Background: an optimization exercise with open tools, aiming at small area and a short achievable clock period. Do not read the settings as production practice. The RTL was checked by simulation tests, not by an equivalence proof against the original design. Power figures rest on the tool's default switching activity, not on a simulated workload.

==> flow/config.mk <==
export PLATFORM = sky130hd
export DESIGN_NAME = day5_top
export DESIGN_NICKNAME = day5_top
export VERILOG_FILES = /design/flow/design.v
export SDC_FILE = /design/flow/constraint.sdc
export NUM_CORES = 4
export LEC_CHECK = 0
export CAP_MARGIN = 20
export CORE_MARGIN = 2
export CORE_UTILIZATION = 60
export CTS_CLUSTER_DIAMETER = 100
export CTS_CLUSTER_SIZE = 20
export SETUP_SLACK_MARGIN = 1.5
export SLEW_MARGIN = 20
export SYNTH_HIERARCHICAL = 1
==> flow/constraint.sdc <==
create_clock -name core_clock -period 3.3 [get_ports {clock}]
set_input_delay 0.6600 -clock core_clock [delete_from_list [all_inputs] [get_ports {clock}]]
set_output_delay 0.6600 -clock core_clock [all_outputs]
set_load 0.01 [all_outputs]
==> flow/design.v <==
module cmp_node_n(input logic ghn, thn, gln, tln, output logic g, t);
    assign g = ~(ghn & (thn | gln));
    assign t = ~(thn | tln);
endmodule
module cmp_node_p(input logic gh, th, gl, tl, output logic gn, tn);
    assign gn = ~(gh | (th & gl));
    assign tn = ~(th & tl);
endmodule
module cmp_grp(input logic [7:0] a, nb, output logic g, t);
    always_comb begin
        logic [7:0] gg, tt;
        gg = a & nb;
        tt = a | nb;
        for (int w = 1; w < 8; w = w * 2)
            for (int i = 0; i < 8; i = i + 2 * w) begin
                gg[i] = gg[i + w] | (tt[i + w] & gg[i]);
                tt[i] = tt[i + w] & tt[i];
            end
        g = gg[0];
        t = tt[0];
    end
endmodule
module cmp_lt64(input logic [63:0] a, input logic [63:0] nb, output logic lt);
    logic [63:0] ac, nbc;
    assign ac  = {a[63:1], a[0] | nb[0]};
    assign nbc = {nb[63:1], a[0] | nb[0]};
    logic [7:0] gl0, tl0;   
    for (genvar i = 0; i < 8; i++) begin : lg
        cmp_grp u(.a(ac[8*i+7:8*i]), .nb(nbc[8*i+7:8*i]), .g(gl0[i]), .t(tl0[i]));
    end
    logic [3:0] gl1, tl1;   
    for (genvar i = 0; i < 4; i++) begin : nl1
        cmp_node_p u(.gh(gl0[2*i+1]), .th(tl0[2*i+1]), .gl(gl0[2*i]), .tl(tl0[2*i]), .gn(gl1[i]), .tn(tl1[i]));
    end
    logic [1:0] gl2, tl2;   
    for (genvar i = 0; i < 2; i++) begin : nl2
        cmp_node_n u(.ghn(gl1[2*i+1]), .thn(tl1[2*i+1]), .gln(gl1[2*i]), .tln(tl1[2*i]), .g(gl2[i]), .t(tl2[i]));
    end
    logic [0:0] gl3, tl3;   
    for (genvar i = 0; i < 1; i++) begin : nl3
        cmp_node_p u(.gh(gl2[2*i+1]), .th(tl2[2*i+1]), .gl(gl2[2*i]), .tl(tl2[2*i]), .gn(gl3[i]), .tn(tl3[i]));
    end
    assign lt = gl3[0];
endmodule
module cmp_le64(input logic [63:0] a, input logic [63:0] nb, output logic le);
    logic [63:0] ac, nbc;
    assign ac  = a;
    assign nbc = nb;
    logic [7:0] gl0, tl0;   
    for (genvar i = 0; i < 8; i++) begin : lg
        cmp_grp u(.a(ac[8*i+7:8*i]), .nb(nbc[8*i+7:8*i]), .g(gl0[i]), .t(tl0[i]));
    end
    logic [3:0] gl1, tl1;   
    for (genvar i = 0; i < 4; i++) begin : nl1
        cmp_node_p u(.gh(gl0[2*i+1]), .th(tl0[2*i+1]), .gl(gl0[2*i]), .tl(tl0[2*i]), .gn(gl1[i]), .tn(tl1[i]));
    end
    logic [1:0] gl2, tl2;   
    for (genvar i = 0; i < 2; i++) begin : nl2
        cmp_node_n u(.ghn(gl1[2*i+1]), .thn(tl1[2*i+1]), .gln(gl1[2*i]), .tln(tl1[2*i]), .g(gl2[i]), .t(tl2[i]));
    end
    logic [0:0] gl3, tl3;   
    for (genvar i = 0; i < 1; i++) begin : nl3
        cmp_node_p u(.gh(gl2[2*i+1]), .th(tl2[2*i+1]), .gl(gl2[2*i]), .tl(tl2[2*i]), .gn(gl3[i]), .tn(tl3[i]));
    end
    assign le = gl3[0];
endmodule
module day5_top(
        input  logic        clock,
        input  logic        reset,
        input  logic        load_ranges,
        input  logic [63:0] start_range,
        input  logic [63:0] end_range,
        input  logic [63:0] id,
        output logic [31:0] total_fresh
    );
    localparam int DEPTH = 16;
    logic [DEPTH-1:0][63:0] nrs, nre;
    always_ff @(posedge clock) begin
        nrs[0] <= load_ranges ? ~start_range : nrs[DEPTH-1];
        nre[0] <= load_ranges ? ~end_range   : nre[DEPTH-1];
        for (int k = 1; k < DEPTH; k++) begin
            nrs[k] <= nrs[k-1];
            nre[k] <= nre[k-1];
        end
    end
    logic [DEPTH-1:0] lt_s, le_e;
    for (genvar k = 0; k < DEPTH; k++) begin : g_slot
        cmp_lt64 u_s(.a(id), .nb(nrs[k]), .lt(lt_s[k]));   
        cmp_le64 u_e(.a(id), .nb(nre[k]), .le(le_e[k]));   
    end
    logic [DEPTH-1:0] below1, within1;
    logic             v1;
    always_ff @(posedge clock) begin
        below1  <= lt_s;
        within1 <= le_e;
        v1      <= ~reset & ~load_ranges;
    end
    logic f2;
    always_ff @(posedge clock)
        f2 <= ~reset & v1 & (|(~below1 & within1));
    logic [31:0] carry;
    always_comb
        for (int i = 0; i < 32; i++)
            carry[i] = f2 & (&(total_fresh | ~((32'd1 << i) - 32'd1)));
    always_ff @(posedge clock) begin
        if (reset)
            total_fresh <= '0;
        else
            total_fresh <= total_fresh ^ carry;
    end
endmodule
==> flow/run.sh <==
#!/bin/bash
# synth_recipe.tcl (not shown) runs the flow's synth.tcl, then flattens the netlist and writes it again
# the make line also repeats each setting of config.mk as NAME=value (left out here)
make -C /OpenROAD-flow-scripts/flow DESIGN_CONFIG=/design/flow/config.mk WORK_HOME=/design/flow/orfs CLKGATE_MAP_FILE= SYNTH_SCRIPT=/design/flow/synth_recipe.tcl finish
==> results.py, run 1 <==
metrics = {
    "synthesis": {
        "synth_nets": 8162,
        "avgSynthCellArea_um2": 9.45,
        "syn_area_um2": 75200,
        "syn_inst": 7966,
        "yosys_warnings": 8,
    },
    "timing": {
        "min_period_ps": 1900,
        "fin_tns_setup_ps": 0,
        "finalHoldViolCount": 0,
        "fmax_ghz": 0.525,
        "setup_violations": 0,
        "worstMarginPinSlew_ps": 697,
        "slew_headroom_pct": 53.4,
        "rsz0062_at_grt": "true",
        "fin_skew_ps": 30.0,
        "fin_crit_sh_pct": 57.7,
        "maxSlewViolCount": 0,
    },
    "clock_network": {
        "cts_max_level": 3,
        "clock_latency_ps": 750,
        "cts_buffers": 115,
        "clk_pin_slew_ps": 90,
        "cts_tree": "yes",
        "clock_path_buffers": 3,
        "clockRootBuffer": "clkbuf_16",
        "tritoncts_num_sinks": 2114,
    },
    "critical_path": {
        "cp_slowest_cell": "o211ai_1",
        "cp.required_ps": 3930,
        "r2r_slack_ps": 1400,
        "reg2reg_depth": 7,
        "critical_path_class": "flop to flop",
        "critPathMaxStageDelay_ps": 560,
        "r2r-start": "nrs[727]$_DFF_P_",
        "endpoint_kind": "flop",
        "cpMostUsedCell": "a21oi_2",
        "path_cells": "nor2_4, nor3_4, nand2_1, o211ai_1, a21oi_2, o21ai_4, a21oi_2",
        "arrival_ps": 2530,
        "path_max_fanout": 3,
        "reg2reg_to": "below1[11]$_DFF_P_",
        "cp-start-kind": "flop",
    },
    "placement": {
        "port_buffers": 226,
        "gp_congestion": 0.938,
        "dp_hpwl_um": 153000,
    },
    "global_route": {
        "grt_usage_pct": 32.5,
        "grt.overflow.total": 0,
        "grt_pass1_vias": 58068,
        "grt_max_degree": 97,
        "antenna_found_initial": 2,
        "grt_pass1_wl_um": 330000,
    },
    "die": {
        "io_pins": 227,
        "die_w_um": 358,
        "die_area_um2": 128000,
        "start_util_pct": 60.6,
        "placeableCoreArea_um2": 124000,
        "die_height_um": 358,
        "num_rows": 129,
    },
    "routing": {
        "wire_per_inst_um": 21.4,
        "totalWireLength_um": 217000,
        "viasPerCell": 6.28,
        "vias": 63662,
        "drc": 0,
        "ant_nets": 0,
        "drt_iter0_drc": 6273,
        "dr.pass1.iters": 8,
    },
    "cells_and_area": {
        "seqCellArea_um2": 42500,
        "layout.nets": 8698,
        "syn_to_final_growth_pct": 14.3,
        "layout_commonest_cell": "dfxtp_1",
        "fill_cells": 9716,
        "multi_input_area_um2": 33000,
        "final_cell_mix": "2009 x dfxtp_1, 1473 x nor2_1, 606 x nand2_1, 518 x o22ai_1",
        "antenna_cells": 0,
        "drive_gt1_share_pct": 13.0,
    },
    "power_and_ir_drop": {
        "vdd_drop_max_mv": 0.458,
        "power_per_cell_area_nw_per_um2": 610,
        "total_power_w": 0.0525,
        "power_leakage_nw": 33.5,
    },
    "flow_run": {
        "maxCapViolCount": 0,
    },
    "hold_path": {
        "worstHoldStart": "nrs[896]$_DFF_P_",
        "min_path_type": "flop to flop",
        "hold_end": "nrs[960]$_DFF_P_",
        "holdPathStages": 0,
    },
    "outcome": {
        "status": "no timing/DRC/antenna violations",
    },
}
## per-stage QoR
step / cell area (um2) / std cells / utilization, % / worst slack [ps] / hold WS, ps
final: 86000 / 10143 / 69.3 / 1400 / 347
after global routing: 86000 / 10143 / 69.3 / 1360 / 353
after CTS: 84900 / 10114 / 68.4 / 1360 / 348
after detailed placement: 80900 / 9950 / 65.2 / 143 / 330
after global placement: 80900 / 9950 / 65.2 / 194 / 328
after floorplan: 75200 / 7966 / - / 1520 / 323
## area by class of cell
type,instances,share of cell area [%]
tap,1637,2.38
clock buffer,119,3.46
inverter,146,0.637
timing repair buffer,441,5.73
clock inverter,2,0.0204
sequential,2114,49.4
multi-input combinational,5684,38.4
## power by group
group | switching (W) | internal [W]
registers | 0.00218 | 0.0280
clock network | 0.00795 | 0.00637
logic | 0.00487 | 0.00311
## layer usage
metal / up-vias / share of wire, % / GRT usage (%) / wire [um]
met1: 30461 / 44 / 44.8 / 95200
li1: 30480 / - / - / -
met5: - / 0.0051 / 0 / 11
met2: 2317 / 44 / 50.2 / 96100
met4: 2 / 5.1 / 15.2 / 11000
met3: 402 / 7.0 / 4.88 / 15100
## worst max-delay path: cells and delay by family, from the launching register on
kind,cells,cell delay [ps]
AOI/OAI and AO/OA,4,1050
and+or+nand+nor,3,380
DFF,1,360
## flip-flops by register name (all words and copies together), names as in the netlist
name	cells
total_fresh	32
nrs	1024
f2	1
nre	1024
within1	16
below1	16
v1	1
## worst max path at each step
stage                          startpoint                  to  slack, ps  cells past startpoint
6_report                 nrs[727]$_DFF_P_  below1[11]$_DFF_P_       1400                      7
5_1_grt        total_fresh[12]$_SDFF_PP0_     total_fresh[12]       1360                      1
4_1_cts        total_fresh[20]$_SDFF_PP0_     total_fresh[20]       1360                      1
3_5_place_dp                       id[61]  below1[10]$_DFF_P_        140                      9
3_3_place_gp                       id[61]  below1[10]$_DFF_P_        190                      9
2_1_floorplan                 load_ranges      nre[0]$_DFF_P_       1520                      4
## timing repair
item                       in CTS  in global routing
buffers inserted               39                 23
gates resized for setup       322                245
hold buffers                    0                  0
setup endpoints to repair      67                 69
cloned                          4                  6
pin swaps                      57                160
==> run 2: changes to the inputs <==
--- a/flow/config.mk
+++ b/flow/config.mk
@@ -8,5 +8,5 @@
 export CAP_MARGIN = 20
 export CORE_MARGIN = 2
-export CORE_UTILIZATION = 60
+export CORE_UTILIZATION = 50
 export CTS_CLUSTER_DIAMETER = 100
 export CTS_CLUSTER_SIZE = 20
==> run 2 against run 1 <==
  * Sequential power barely moved
  * Critical endpoint is now below1[12]$_DFF_P_
  * Final cell count rose by 4.0%
  * Hold slack got worse by 23 ps
  * Non-clock buffer count rose by 28
  * Largest power group unchanged
  * Synthesized cell count did not move
  * Final area rose by 1.0%
==> results.py, run 2 <==
metrics = {
    "outcome": {
        "status": "no timing/DRC/antenna violations",
    },
    "critical_path": {
        "endpoint_kind": "flop",
        "r2r_slack_ps": 1370,
        "reg2reg_to": "below1[12]$_DFF_P_",
        "critical_path_class": "flop to flop",
        "cp.required_ps": 3930,
        "arrival_ps": 2570,
        "r2r-start": "nrs[775]$_DFF_P_",
        "reg2reg_depth": 7,
        "path_max_fanout": 2,
        "cp-start-kind": "flop",
    },
    "clock_network": {
        "cts_buffers": 115,
        "clk_pin_slew_ps": 80,
        "cts_max_level": 3,
        "clock_latency_ps": 750,
        "clockRootBuffer": "clkbuf_16",
        "clock_path_buffers": 3,
        "cts_tree": "yes",
        "ctsHoldBuffers": 0,
        "tritoncts_num_sinks": 2114,
    },
    "power_and_ir_drop": {
        "netSwitchingFraction_pct": 29.0,
        "combPwrFrac_pct": 15.5,
        "switchingPower_w": 0.0153,
        "pwr-share-seq_pct": 57.3,
        "power_leakage_nw": 33.7,
        "p_int_w": 0.0374,
        "p_clk_share_pct": 27.2,
        "power_per_cell_area_nw_per_um2": 607,
        "vdd_drop_max_mv": 0.414,
    },
    "cells_and_area": {
        "seqCellArea_um2": 42500,
        "final_util_pct": 58.1,
        "layout.nets": 8726,
        "syn_to_final_growth_pct": 15.4,
        "fill_cells": 13117,
        "layout_commonest_cell": "dfxtp_1",
        "drive_gt1_share_pct": 13.5,
        "final_area_um2": 86900,
        "multi_input_area_um2": 33100,
        "final_cell_mix": "1999 x dfxtp_1, 1468 x nor2_1, 602 x nand2_1, 518 x o22ai_1, 514 x a21oi_1",
        "largestRegisters": "nre (1024), nrs (1024), total_fresh (32)",
    },
    "placement": {
        "dp_hpwl_um": 162000,
        "port_buffers": 226,
        "gp_congestion": 0.959,
        "place_area_um2": 81600,
    },
    "flow_run": {
        "maxCapViolCount": 0,
    },
    "global_route": {
        "grt_pass1_vias": 57453,
        "grt.overflow.total": 0,
        "grt_usage_pct": 28.5,
        "grt_max_degree": 97,
        "grt_pass1_wl_um": 343000,
        "antenna_found_initial": 4,
    },
    "synthesis": {
        "avgSynthCellArea_um2": 9.45,
        "synth_nets": 8162,
        "yosys_warnings": 8,
        "syn_area_um2": 75200,
        "syn_inst": 7966,
    },
    "hold_path": {
        "min_path_type": "input port to flop",
        "holdPathStages": 2,
        "hold_end": "nre[4]$_DFF_P_",
        "worstHoldStart": "load_ranges",
    },
    "routing": {
        "drc": 0,
        "ant_nets": 0,
        "dr.pass1.iters": 6,
        "drt_iter0_drc": 5320,
        "viasPerCell": 6.00,
        "wire_per_inst_um": 21.8,
        "totalWireLength_um": 230000,
        "vias": 63290,
    },
    "die": {
        "die_w_um": 392,
        "die_height_um": 392,
        "num_rows": 142,
        "die_area_um2": 154000,
        "start_util_pct": 50.3,
        "io_pins": 227,
        "placeableCoreArea_um2": 150000,
    },
    "timing": {
        "fin_crit_sh_pct": 58.6,
        "slew_headroom_pct": 51.4,
        "hold-worst-slack_ps": 325,
        "finalHoldViolCount": 0,
        "setup_violations": 0,
        "worstMarginPinSlew_ps": 726,
        "fin_skew_ps": 23.0,
        "rsz0062_at_grt": "true",
        "fmax_ghz": 0.517,
        "maxSlewViolCount": 0,
        "min_period_ps": 1930,
    },
}
run 2: what timing repair did:
action	in CTS	in global routing
gates resized for setup	330	250
endpoints found under the setup margin	68	69
gates cloned	3	11
buffers inserted	45	23
pin swaps	63	159
run 2: critical path, stage by stage, from the launching register on:
cell      delay [ps]
dfxtp_2          360
nor2_4            50
nor3_4           210
nand2_1           70
o211ai_1         510
a21oi_4          220
o21ai_4          310
a21oi_2           90
run 2: cell type report:
class	instances	share of cell area, %
clock buffers	117	3.37
repair buffers	469	6.08
multi-input cells	5684	38.1
flip-flops and latches	2114	48.9
inverters	146	0.631
diodes	1	0.00288
clock inverters	3	0.0303
well taps	2016	2.90
run 2: metal layers:
layer,part of all wire (%),vias up,track usage (%),wire length (um)
met2,44,2153,44.0,101000
met5,0,-,0,0
met1,45,30358,40.7,105000
met4,4.0,0,10.5,9280
met3,6.7,299,3.87,15500
li1,-,30480,-,-
run 2: power groups by stage:
stage | Combinational [W] | Sequential, W | Clock (W)
2_1_floorplan | 0.00456 | 0.0299 | 0
3_3_place_gp | 0.00758 | 0.0307 | 0
3_5_place_dp | 0.00767 | 0.0306 | 0
4_1_cts | 0.00788 | 0.0301 | 0.0146
5_1_grt | 0.00889 | 0.0305 | 0.0155
6_report | 0.00816 | 0.0302 | 0.0143
run 2: worst max-delay path by stage:
stage,slack [ps],depth (start not counted),startpoint,endpoint
after global routing,1290,7,nre[101]$_DFF_P_,within1[1]$_DFF_P_
after detailed placement,-20,9,id[5],within1[1]$_DFF_P_
final,1370,7,nrs[775]$_DFF_P_,below1[12]$_DFF_P_
after global placement,3,8,id[0],within1[1]$_DFF_P_
after floorplan,1520,4,load_ranges,nre[0]$_DFF_P_
after CTS,1380,1,total_fresh[23]$_SDFF_PP0_,total_fresh[23]
run 2: metrics by stage:
step | cells | setup slack, ps | TNS (ps) | total power (W)
final | 10550 | 1370 | 0 | 0.0527
after global routing | 10550 | 1290 | 0 | 0.0549
after CTS | 10515 | 1380 | 0 | 0.0526
after detailed placement | 10347 | -22.3 | -22.3 | 0.0383
after global placement | 10347 | 2.61 | 0 | 0.0382
after floorplan | 7966 | 1520 | 0 | 0.0344
==> run 3: changes to the inputs <==
--- a/flow/config.mk
+++ b/flow/config.mk
@@ -8,5 +8,5 @@
 export CAP_MARGIN = 20
 export CORE_MARGIN = 2
-export CORE_UTILIZATION = 50
+export CORE_UTILIZATION = 45
 export CTS_CLUSTER_DIAMETER = 100
 export CTS_CLUSTER_SIZE = 20
==> run 3 against run 2 <==
  * Clock power barely moved
  * Sequential power hardly changed
  * Core utilization down 5.8 points
  * Register-to-register slack got worse by 130 ps
  * Largest power group unchanged
==> results.py, run 3 <==
metrics = {
    "outcome": {
        "status": "no timing/DRC/antenna violations",
    },
    "timing": {
        "setup_violations": 0,
        "fmax_ghz": 0.485,
        "min_period_ps": 2060,
        "finalHoldViolCount": 0,
        "fin_tns_setup_ps": 0,
        "fin_skew_ps": 33.2,
        "worst_slack_ps": 1240,
        "hold-worst-slack_ps": 348,
        "slew_headroom_pct": 43.6,
        "worstMarginPinSlew_ps": 842,
        "maxSlewViolCount": 0,
        "rsz0062_at_grt": "true",
        "fin_crit_sh_pct": 62.4,
    },
    "placement": {
        "place_ws_ps": 21.7,
        "dp_hpwl_um": 160000,
        "dp.cells": 10578,
        "gp_congestion": 0.879,
        "port_buffers": 226,
    },
    "clock_network": {
        "tritoncts_num_sinks": 2114,
        "cts_buffers": 116,
        "clockRootBuffer": "clkbuf_16",
        "clock_latency_ps": 770,
        "cts_tree": "yes",
        "cts_max_level": 3,
        "ctsHoldBuffers": 0,
        "clk_pin_slew_ps": 80,
        "clock_path_buffers": 3,
    },
    "die": {
        "num_rows": 150,
        "die_w_um": 413,
        "placeableCoreArea_um2": 167000,
        "start_util_pct": 45.1,
        "die_area_um2": 170000,
        "io_pins": 227,
        "die_height_um": 413,
    },
    "critical_path": {
        "arrival_ps": 2700,
        "crit_family": "compound AO/OA/AOI/OAI gates",
        "cp.required_ps": 3940,
        "worst-path-buf-inv": 0,
        "critical_path_class": "flop to flop",
        "path_cells": "nor2_2, nor3_4, nand2_1, o211ai_1, a21oi_2, o21ai_2, a21oi_2",
        "path_max_fanout": 3,
        "cp_slowest_cell": "o211ai_1",
        "endpoint_kind": "flop",
        "cpMostUsedCell": "a21oi_2",
        "critPathMaxStageDelay_ps": 570,
        "cp-start-kind": "flop",
    },
    "global_route": {
        "grt.overflow.total": 0,
        "grt_pass1_wl_um": 340000,
        "grt_max_degree": 97,
        "grt_pass1_vias": 58370,
        "antenna_found_initial": 4,
        "grt_usage_pct": 25.3,
    },
    "power_and_ir_drop": {
        "power_per_cell_area_nw_per_um2": 607,
        "total_power_w": 0.0528,
        "power_leakage_nw": 33.8,
        "vdd_drop_max_mv": 0.552,
    },
    "cells_and_area": {
        "drive_gt1_share_pct": 13.5,
        "layout_commonest_cell": "dfxtp_1",
        "layout.nets": 8769,
        "largestRegisters": "nre (1024), nrs (1024), total_fresh (32)",
        "fill_cells": 15000,
        "final_cell_mix": "2024 x dfxtp_1, 1490 x nor2_1, 598 x nand2_1, 518 x o22ai_1",
        "final_cells": 10789,
        "syn_to_final_growth_pct": 15.7,
    },
    "routing": {
        "vias": 63276,
        "drt_iter0_drc": 5421,
        "viasPerCell": 5.86,
        "ant_nets": 0,
        "wire_per_inst_um": 20.9,
        "drc": 0,
        "totalWireLength_um": 225000,
        "dr.pass1.iters": 6,
    },
    "synthesis": {
        "yosys_warnings": 8,
        "syn_inst": 7966,
        "avgSynthCellArea_um2": 9.45,
        "synth_nets": 8162,
        "syn_area_um2": 75200,
    },
    "hold_path": {
        "min_path_type": "flop to flop",
    },
    "flow_run": {
        "maxCapViolCount": 0,
    },
}
==> run 3: power by group <==
group	leakage, nW	internal (W)	switching (W)
registers	17.8	0.0280	0.00222
clock network	1.50	0.00641	0.00821
logic	14.4	0.00315	0.00483
total	33.8	0.0376	0.0153
==> run 3: path summary, 6_finish.rpt <==
| path | cells after the start | slack (ps) | startpoint | endpoint |
|---|---|---|---|---|
| hold reg to reg | 0 | 350 | nrs[216]$_DFF_P_ | nrs[280]$_DFF_P_ |
| hold / removal | 0 | 350 | nrs[216]$_DFF_P_ | nrs[280]$_DFF_P_ |
| setup reg to reg | 7 | 1240 | nrs[837]$_DFF_P_ | below1[13]$_DFF_P_ |
| setup / recovery | 7 | 1240 | nrs[837]$_DFF_P_ | below1[13]$_DFF_P_ |
==> run 3: worst register-to-register path: cells and delay by family, from the launching register on <==
| kind | cells | cell delay, ps |
|---|---|---|
| and+or+nand+nor | 3 | 330 |
| DFF | 1 | 350 |
| AOI/OAI and AO/OA | 4 | 1270 |
==> run 3: final cells by class <==
class / count / area, um2 / area share (%)
multi-input combinational: 5684 / 32900 / 37.8
antenna: 3 / 7.51 / 0.00862
tap: 2204 / 2760 / 3.17
inverter: 146 / 548 / 0.629
clock inverter: 8 / 87.6 / 0.101
clock buffer: 119 / 2980 / 3.42
timing repair buffer: 511 / 5290 / 6.08
sequential: 2114 / 42500 / 48.8
==> run 3: metal layers <==
metal / routed length (um) / global-route usage [%] / vias to the layer above
met4: 9290 / 8.95 / 0
li1: - / - / 30606
met5: 0 / 0 / -
met2: 102000 / 40.7 / 1955
met3: 12100 / 3.08 / 336
met1: 102000 / 35.0 / 30379
==> run 3: stage by stage <==
stage                     instance area (um2)  util, %
final                                   87100     52.2
after floorplan                         75200        -
after global routing                    87100     52.2
after detailed placement                82100     49.2
after global placement                  82100     49.2
after CTS                               86300     51.8
==> run 3: repair_timing <==
| action | 4_1_cts | 5_1_grt |
|---|---|---|
| buffers inserted | 50 | 23 |
| setup endpoints to repair | 67 | 68 |
| pin swaps | 82 | 87 |
| gates resized for setup | 382 | 134 |
| gates cloned | 3 | 5 |
==> run 4: changes to the inputs <==
--- a/flow/design.v
+++ b/flow/design.v
@@ -1,10 +1,2 @@
-module cmp_node_n(input logic ghn, thn, gln, tln, output logic g, t);
-    assign g = ~(ghn & (thn | gln));
-    assign t = ~(thn | tln);
-endmodule
-module cmp_node_p(input logic gh, th, gl, tl, output logic gn, tn);
-    assign gn = ~(gh | (th & gl));
-    assign tn = ~(th & tl);
-endmodule
 module cmp_grp(input logic [7:0] a, nb, output logic g, t);
     always_comb begin
@@ -29,17 +21,15 @@
         cmp_grp u(.a(ac[8*i+7:8*i]), .nb(nbc[8*i+7:8*i]), .g(gl0[i]), .t(tl0[i]));
     end
-    logic [3:0] gl1, tl1;   
-    for (genvar i = 0; i < 4; i++) begin : nl1
-        cmp_node_p u(.gh(gl0[2*i+1]), .th(tl0[2*i+1]), .gl(gl0[2*i]), .tl(tl0[2*i]), .gn(gl1[i]), .tn(tl1[i]));
+    always_comb begin
+        logic [7:0] gg, tt;
+        gg = gl0;
+        tt = tl0;
+        for (int w = 1; w < 8; w = w * 2)
+            for (int i = 0; i < 8; i = i + 2 * w) begin
+                gg[i] = gg[i + w] | (tt[i + w] & gg[i]);
+                tt[i] = tt[i + w] & tt[i];
+            end
+        lt = ~gg[0];
     end
-    logic [1:0] gl2, tl2;   
-    for (genvar i = 0; i < 2; i++) begin : nl2
-        cmp_node_n u(.ghn(gl1[2*i+1]), .thn(tl1[2*i+1]), .gln(gl1[2*i]), .tln(tl1[2*i]), .g(gl2[i]), .t(tl2[i]));
-    end
-    logic [0:0] gl3, tl3;   
-    for (genvar i = 0; i < 1; i++) begin : nl3
-        cmp_node_p u(.gh(gl2[2*i+1]), .th(tl2[2*i+1]), .gl(gl2[2*i]), .tl(tl2[2*i]), .gn(gl3[i]), .tn(tl3[i]));
-    end
-    assign lt = gl3[0];
 endmodule
 module cmp_le64(input logic [63:0] a, input logic [63:0] nb, output logic le);
@@ -51,17 +41,15 @@
         cmp_grp u(.a(ac[8*i+7:8*i]), .nb(nbc[8*i+7:8*i]), .g(gl0[i]), .t(tl0[i]));
     end
-    logic [3:0] gl1, tl1;   
-    for (genvar i = 0; i < 4; i++) begin : nl1
-        cmp_node_p u(.gh(gl0[2*i+1]), .th(tl0[2*i+1]), .gl(gl0[2*i]), .tl(tl0[2*i]), .gn(gl1[i]), .tn(tl1[i]));
+    always_comb begin
+        logic [7:0] gg, tt;
+        gg = gl0;
+        tt = tl0;
+        for (int w = 1; w < 8; w = w * 2)
+            for (int i = 0; i < 8; i = i + 2 * w) begin
+                gg[i] = gg[i + w] | (tt[i + w] & gg[i]);
+                tt[i] = tt[i + w] & tt[i];
+            end
+        le = ~gg[0];
     end
-    logic [1:0] gl2, tl2;   
-    for (genvar i = 0; i < 2; i++) begin : nl2
-        cmp_node_n u(.ghn(gl1[2*i+1]), .thn(tl1[2*i+1]), .gln(gl1[2*i]), .tln(tl1[2*i]), .g(gl2[i]), .t(tl2[i]));
-    end
-    logic [0:0] gl3, tl3;   
-    for (genvar i = 0; i < 1; i++) begin : nl3
-        cmp_node_p u(.gh(gl2[2*i+1]), .th(tl2[2*i+1]), .gl(gl2[2*i]), .tl(tl2[2*i]), .gn(gl3[i]), .tn(tl3[i]));
-    end
-    assign le = gl3[0];
 endmodule
 module day5_top(
--- a/flow/config.mk
+++ b/flow/config.mk
@@ -8,5 +8,5 @@
 export CAP_MARGIN = 20
 export CORE_MARGIN = 2
-export CORE_UTILIZATION = 45
+export CORE_UTILIZATION = 60
 export CTS_CLUSTER_DIAMETER = 100
 export CTS_CLUSTER_SIZE = 20
==> run 4 against run 3 <==
  * Still clean on timing, DRC and antenna
  * Flip-flop and latch count is the same
  * Sequential power is essentially flat
  * Combinational power shrank 4.1%
  * Total power shrank 1.2%
  * Critical endpoint is now total_fresh[31]$_SDFF_PP0_
  * Largest cell class unchanged
  * Largest power group unchanged
==> results.py, run 4 <==
metrics = {
    "critical_path": {
        "path_max_fanout": 3,
        "r2r_slack_ps": 1390,
        "cp_slowest_cell": "dfxtp_4",
        "cp-start-kind": "flop",
        "path_cells": "buf_4, nand4_1, or2_4, nor4_4, nand4_1, mux2_4",
        "setup.worst_path.start": "total_fresh[15]$_SDFF_PP0_",
        "arrival_ps": 2550,
        "cpMostUsedCell": "nand4_1",
        "critical_path.endpoint": "total_fresh[31]$_SDFF_PP0_",
        "cp.required_ps": 3940,
        "reg2reg_to": "total_fresh[31]$_SDFF_PP0_",
        "endpoint_kind": "flop",
        "critPathMaxStageDelay_ps": 370,
        "reg2reg_depth": 6,
        "r2r-start": "total_fresh[15]$_SDFF_PP0_",
        "critical_path_class": "flop to flop",
    },
    "placement": {
        "port_buffers": 226,
        "dp_hpwl_um": 155000,
        "place_area_um2": 80700,
        "place_ws_ps": 26.4,
        "gp_congestion": 0.917,
    },
    "clock_network": {
        "cts_buffers": 115,
        "clockRootBuffer": "clkbuf_16",
        "clock_latency_ps": 760,
        "clock_path_buffers": 3,
        "ctsHoldBuffers": 0,
        "tritoncts_num_sinks": 2114,
        "clk_pin_slew_ps": 90,
        "cts_tree": "yes",
        "cts_max_level": 3,
    },
    "timing": {
        "min_period_ps": 1910,
        "setup_violations": 0,
        "rsz0062_at_grt": "true",
        "fin_skew_ps": 25.4,
        "fin_tns_setup_ps": 0,
        "worstMarginPinSlew_ps": 780,
        "maxSlewViolCount": 0,
        "worst_slack_ps": 1390,
        "hold-worst-slack_ps": 351,
        "fin_crit_sh_pct": 57.9,
        "finalHoldViolCount": 0,
        "slew_headroom_pct": 48.0,
        "fmax_ghz": 0.524,
    },
    "power_and_ir_drop": {
        "power_leakage_nw": 33.6,
        "vdd_drop_max_mv": 0.514,
        "total_power_w": 0.0522,
        "power_per_cell_area_nw_per_um2": 611,
    },
    "die": {
        "die_w_um": 356,
        "io_pins": 227,
        "num_rows": 129,
        "placeableCoreArea_um2": 123000,
        "die_height_um": 356,
        "die_area_um2": 127000,
        "start_util_pct": 60.4,
    },
    "cells_and_area": {
        "syn_to_final_growth_pct": 14.6,
        "antenna_cells": 0,
        "final_cell_mix": "2045 x dfxtp_1, 1496 x nor2_1, 606 x nand2_1, 599 x a21oi_1, 518 x o22ai_1",
        "layout.nets": 8748,
        "layout_commonest_cell": "dfxtp_1",
        "largestRegisters": "nre (1024), nrs (1024), total_fresh (32)",
        "drive_gt1_share_pct": 11.7,
        "final_area_um2": 85400,
    },
    "routing": {
        "wire_per_inst_um": 21.6,
        "dr.pass1.iters": 6,
        "viasPerCell": 6.34,
        "drc": 0,
        "vias": 64637,
        "totalWireLength_um": 220000,
        "ant_nets": 0,
        "drt_iter0_drc": 6971,
    },
    "global_route": {
        "grt_usage_pct": 32.8,
        "grt_max_degree": 74,
        "grt.overflow.total": 0,
        "grt_pass1_wl_um": 328000,
        "grt_pass1_vias": 58113,
        "antenna_found_initial": 6,
    },
    "hold_path": {
        "min_path_type": "flop to flop",
    },
    "synthesis": {
        "syn_area_um2": 74500,
        "syn_inst": 7966,
        "yosys_warnings": 10,
        "avgSynthCellArea_um2": 9.35,
        "synth_nets": 8162,
    },
    "flow_run": {
        "maxCapViolCount": 0,
    },
    "outcome": {
        "status": "no timing/DRC/antenna violations",
    },
}
-- run 4: repair_timing --
item / 4_1_cts / 5_1_grt
setup buffers: 36 / 12
resized for setup: 336 / 189
pin swaps: 49 / 107
endpoints found under the setup margin: 77 / 69
cloned: 2 / 6
-- run 4: power by group --
part | total [W] | leakage [nW] | switching, W | internal, W
Combinational | 0.00765 | 14.3 | 0.00460 | 0.00305
Sequential | 0.0302 | 17.8 | 0.00223 | 0.0280
Clock | 0.0143 | 1.47 | 0.00803 | 0.00630
-- run 4: metal layers --
layer	global-route usage [%]	wire [um]	vias to the layer above
li1	-	-	30601
met1	47.5	98700	30902
met2	49.7	95600	2746
met3	4.30	17400	380
met4	12.8	8610	8
met5	0	43	-
-- run 4: how the worst min path moves through the flow --
stage                      from          endpoint  slack (ps)  cells past startpoint
2_1_floorplan   nrs[64]$_DFF_P_  nrs[128]$_DFF_P_         320                      0
3_3_place_gp   nrs[576]$_DFF_P_  nrs[640]$_DFF_P_         330                      0
3_5_place_dp   nrs[320]$_DFF_P_  nrs[384]$_DFF_P_         330                      0
4_1_cts        nrs[614]$_DFF_P_  nrs[678]$_DFF_P_         350                      0
5_1_grt        nrs[320]$_DFF_P_  nrs[384]$_DFF_P_         350                      0
6_report       nre[320]$_DFF_P_  nre[384]$_DFF_P_         350                      0
-- run 4: per-stage QoR --
step / util, % / std cells
5_1_grt: 69.2 / 10195
2_1_floorplan: - / 7966
3_3_place_gp: 65.3 / 10016
6_report: 69.2 / 10195
3_5_place_dp: 65.3 / 10016
4_1_cts: 68.5 / 10177
-- run 4: worst max-delay path, delay by kind of cell, from the launching register on --
family                 cells  cell delay, ps
buffers and inverters      1             130
DFF                        1             370
muxes                      1             330
and+or+nand+nor            4            1000
-- run 4: layout make-up --
cell class,instances,area [um2]
Sequential cell,2114,42400
Inverter,146,548
Fill cell,9675,38000
Clock buffer,117,2930
Timing Repair Buffer,491,5160
Clock inverter,6,67.6
Tap cell,1637,2050
Multi-Input combinational cell,5684,32200
==> run 5: changes to the inputs <==
--- a/flow/design.v
+++ b/flow/design.v
@@ -87,13 +87,19 @@
     always_ff @(posedge clock)
         f2 <= ~reset & v1 & (|(~below1 & within1));
-    logic [31:0] carry;
-    always_comb
-        for (int i = 0; i < 32; i++)
-            carry[i] = f2 & (&(total_fresh | ~((32'd1 << i) - 32'd1)));
+    logic [3:0]  lo;
+    logic [27:0] hi, hi_inc;
+    logic        wrap;
+    assign wrap = f2 & (&lo);
     always_ff @(posedge clock) begin
-        if (reset)
-            total_fresh <= '0;
-        else
-            total_fresh <= total_fresh ^ carry;
+        if (reset) begin
+            lo <= '0;
+            hi <= '0;
+        end else begin
+            lo <= lo + {3'd0, f2};
+            if (wrap)
+                hi <= hi_inc;
+        end
+        hi_inc <= hi + 28'd1;
     end
+    assign total_fresh = {hi, lo};
 endmodule
==> run 5 against run 4 <==
  * Worst setup slack worse by 140 ps
  * Final cell count up 1.2%
  * Hold slack worse by 74 ps
  * Final area up 1.6%
  * Synthesized cell count up 1.1%
  * Non-clock buffer count up 22
  * Combinational power about the same
  * Core utilization up 0.23 points
  * Sequential power up 1%
==> results.py, run 5 <==
metrics = {
    "outcome": {
        "status": "no timing/DRC/antenna violations",
    },
    "synthesis": {
        "avgSynthCellArea_um2": 9.36,
        "syn_inst": 8051,
        "yosys_warnings": 10,
        "synth_nets": 8249,
        "syn_area_um2": 75400,
    },
    "global_route": {
        "grt_pass1_vias": 58948,
        "grt_pass1_wl_um": 330000,
        "grt_max_degree": 75,
        "antenna_found_initial": 6,
        "grt_usage_pct": 32.4,
        "grt.overflow.total": 0,
    },
    "die": {
        "num_rows": 130,
        "die_w_um": 358,
        "placeableCoreArea_um2": 125000,
        "die_height_um": 358,
        "die_area_um2": 129000,
        "start_util_pct": 60.3,
        "io_pins": 227,
    },
    "timing": {
        "finalHoldViolCount": 0,
        "min_period_ps": 2050,
        "slew_headroom_pct": 50.6,
        "worst_slack_ps": 1250,
        "maxSlewViolCount": 0,
        "setup_violations": 0,
        "rsz0062_at_grt": "true",
        "fin_crit_sh_pct": 62.1,
        "fmax_ghz": 0.488,
        "fin_skew_ps": 19.0,
        "worstMarginPinSlew_ps": 738,
    },
    "clock_network": {
        "clock_latency_ps": 760,
        "tritoncts_num_sinks": 2142,
        "clock_path_buffers": 3,
        "cts_buffers": 117,
        "clk_pin_slew_ps": 90,
        "cts_tree": "yes",
        "ctsHoldBuffers": 0,
        "clockRootBuffer": "clkbuf_16",
        "cts_max_level": 3,
    },
    "placement": {
        "dp.cells": 10116,
        "gp_congestion": 0.919,
        "place_ws_ps": -58.6,
        "dp_hpwl_um": 150000,
        "place_area_um2": 81700,
        "port_buffers": 226,
    },
    "critical_path": {
        "cp-start-kind": "flop",
        "setup.worst_path.start": "nre[577]$_DFF_P_",
        "reg2reg_depth": 7,
        "critical_path_class": "flop to flop",
        "reg2reg_to": "within1[9]$_DFF_P_",
        "endpoint_kind": "flop",
        "r2r_slack_ps": 1250,
        "r2r-start": "nre[577]$_DFF_P_",
        "arrival_ps": 2690,
        "critical_path.endpoint": "within1[9]$_DFF_P_",
        "cp.required_ps": 3940,
        "path_max_fanout": 3,
    },
    "routing": {
        "vias": 64794,
        "viasPerCell": 6.28,
        "drc": 0,
        "wire_per_inst_um": 21.1,
        "drt_iter0_drc": 7315,
        "ant_nets": 0,
        "dr.pass1.iters": 7,
        "totalWireLength_um": 217000,
    },
    "cells_and_area": {
        "final_util_pct": 69.4,
        "drive_gt1_share_pct": 11.8,
        "layout_commonest_cell": "dfxtp_1",
        "syn_to_final_growth_pct": 15.2,
        "largestRegisters": "nre (1024), nrs (1024)",
        "final_area_um2": 86800,
        "final_cell_mix": "2068 x dfxtp_1, 1469 x nor2_1, 664 x nand2_1, 634 x a21oi_1, 516 x o22ai_1",
        "final_cells": 10315,
        "layout.nets": 8856,
    },
    "power_and_ir_drop": {
        "power_per_cell_area_nw_per_um2": 608,
        "power_leakage_nw": 34.2,
        "vdd_drop_max_mv": 0.554,
        "total_power_w": 0.0528,
    },
    "flow_run": {
        "maxCapViolCount": 0,
    },
    "hold_path": {
        "min_path_type": "input port to flop",
    },
}
## run 5: how the worst min path moves through the flow
stage | from | to | slack [ps] | cells after the start
finish | load_ranges | nrs[26]$_DFF_P_ | 280 | 2
global route | load_ranges | nrs[27]$_DFF_P_ | 240 | 2
CTS | load_ranges | nrs[26]$_DFF_P_ | 240 | 2
detailed placement | nrs[384]$_DFF_P_ | nrs[448]$_DFF_P_ | 330 | 0
global placement | nrs[128]$_DFF_P_ | nrs[192]$_DFF_P_ | 330 | 0
floorplan | nrs[64]$_DFF_P_ | nrs[128]$_DFF_P_ | 320 | 0
## run 5: where the power goes
group | total [W] | internal [W] | switching [W]
Sequential | 0.0306 | 0.0283 | 0.00227
Combinational | 0.00767 | 0.00315 | 0.00453
Clock | 0.0145 | 0.00640 | 0.00812
## run 5: cell type report
cell class	instances	area [um2]
sequential	2142	43000
fill	9664	38300
multi-input combinational	5743	32600
timing repair buffer	513	5570
clock buffer	119	2980
tap	1650	2060
inverter	141	529
clock inverter	6	63.8
antenna	1	2.50
## run 5: critical path, stage by stage, from the launching register on
cell and delay [ps]:
dfxtp_1 410, o22ai_1 110, nor2_1 120, nand2_1 60, o211ai_1 610, a21oi_2 250
o21ai_4 280, a21oi_2 80
## run 5: timing repair
item	in CTS	in global routing
gates resized for setup	357	179
buffers inserted	42	19
pin swaps	34	91
gates cloned	5	7
endpoints found under the setup margin	66	70
## run 5: per-stage QoR
step,hold slack [ps],setup TNS (ps)
floorplan,324,0
global placement,330,-10.0
detailed placement,331,-58.6
CTS,235,0
global route,236,0
finish,277,0
## run 5: per-layer routing
metal | track usage [%] | vias up | wire length (um)
li1 | - | 30904 | -
met2 | 48.6 | 2590 | 93500
met5 | 0 | - | 24
met3 | 4.26 | 338 | 16100
met4 | 11.3 | 4 | 7680
met1 | 47.9 | 30958 | 100000

re-timing with driven ports:
Ports are ideal in the flow. The routed layouts listed here were re-timed in OpenROAD. Step 1: set_driving_cell puts a clkbuf_16 on clock and a buf_2 on each other input, an assumption about the parent block. Step 2 times the ports against the registers' clock, not the clock port: input delays grow and output delays shrink by t, the midpoint of the rising clock arrivals with the driver on. Slacks: no drivers / after step 1 / after step 2; pairs: no drivers / after step 1.
run	t, ns	setup WS [ns]	slew at the worst register clock pin (ns)	worst slew at a driven data input, ns	pins driven straight from the clock port
run 1	0.813	1.397 / 1.328 / 0.642	0.09 / 0.09	0.11	1
run 2	0.825	1.367 / 1.340 / 0.587	0.09 / 0.09	0.18	1
run 3	0.835	1.240 / 1.240 / 0.545	0.09 / 0.09	0.12	1
run 4	0.824	1.390 / 1.343 / 0.698	0.09 / 0.09	0.10	1
run 5	0.830	1.251 / 1.251 / 0.477	0.09 / 0.09	0.12	1
After both steps setup and hold are still met in every run listed. The setup slack of run 2, which loses most, moves by -0.027 ns with the drivers and by -0.780 ns with both steps.
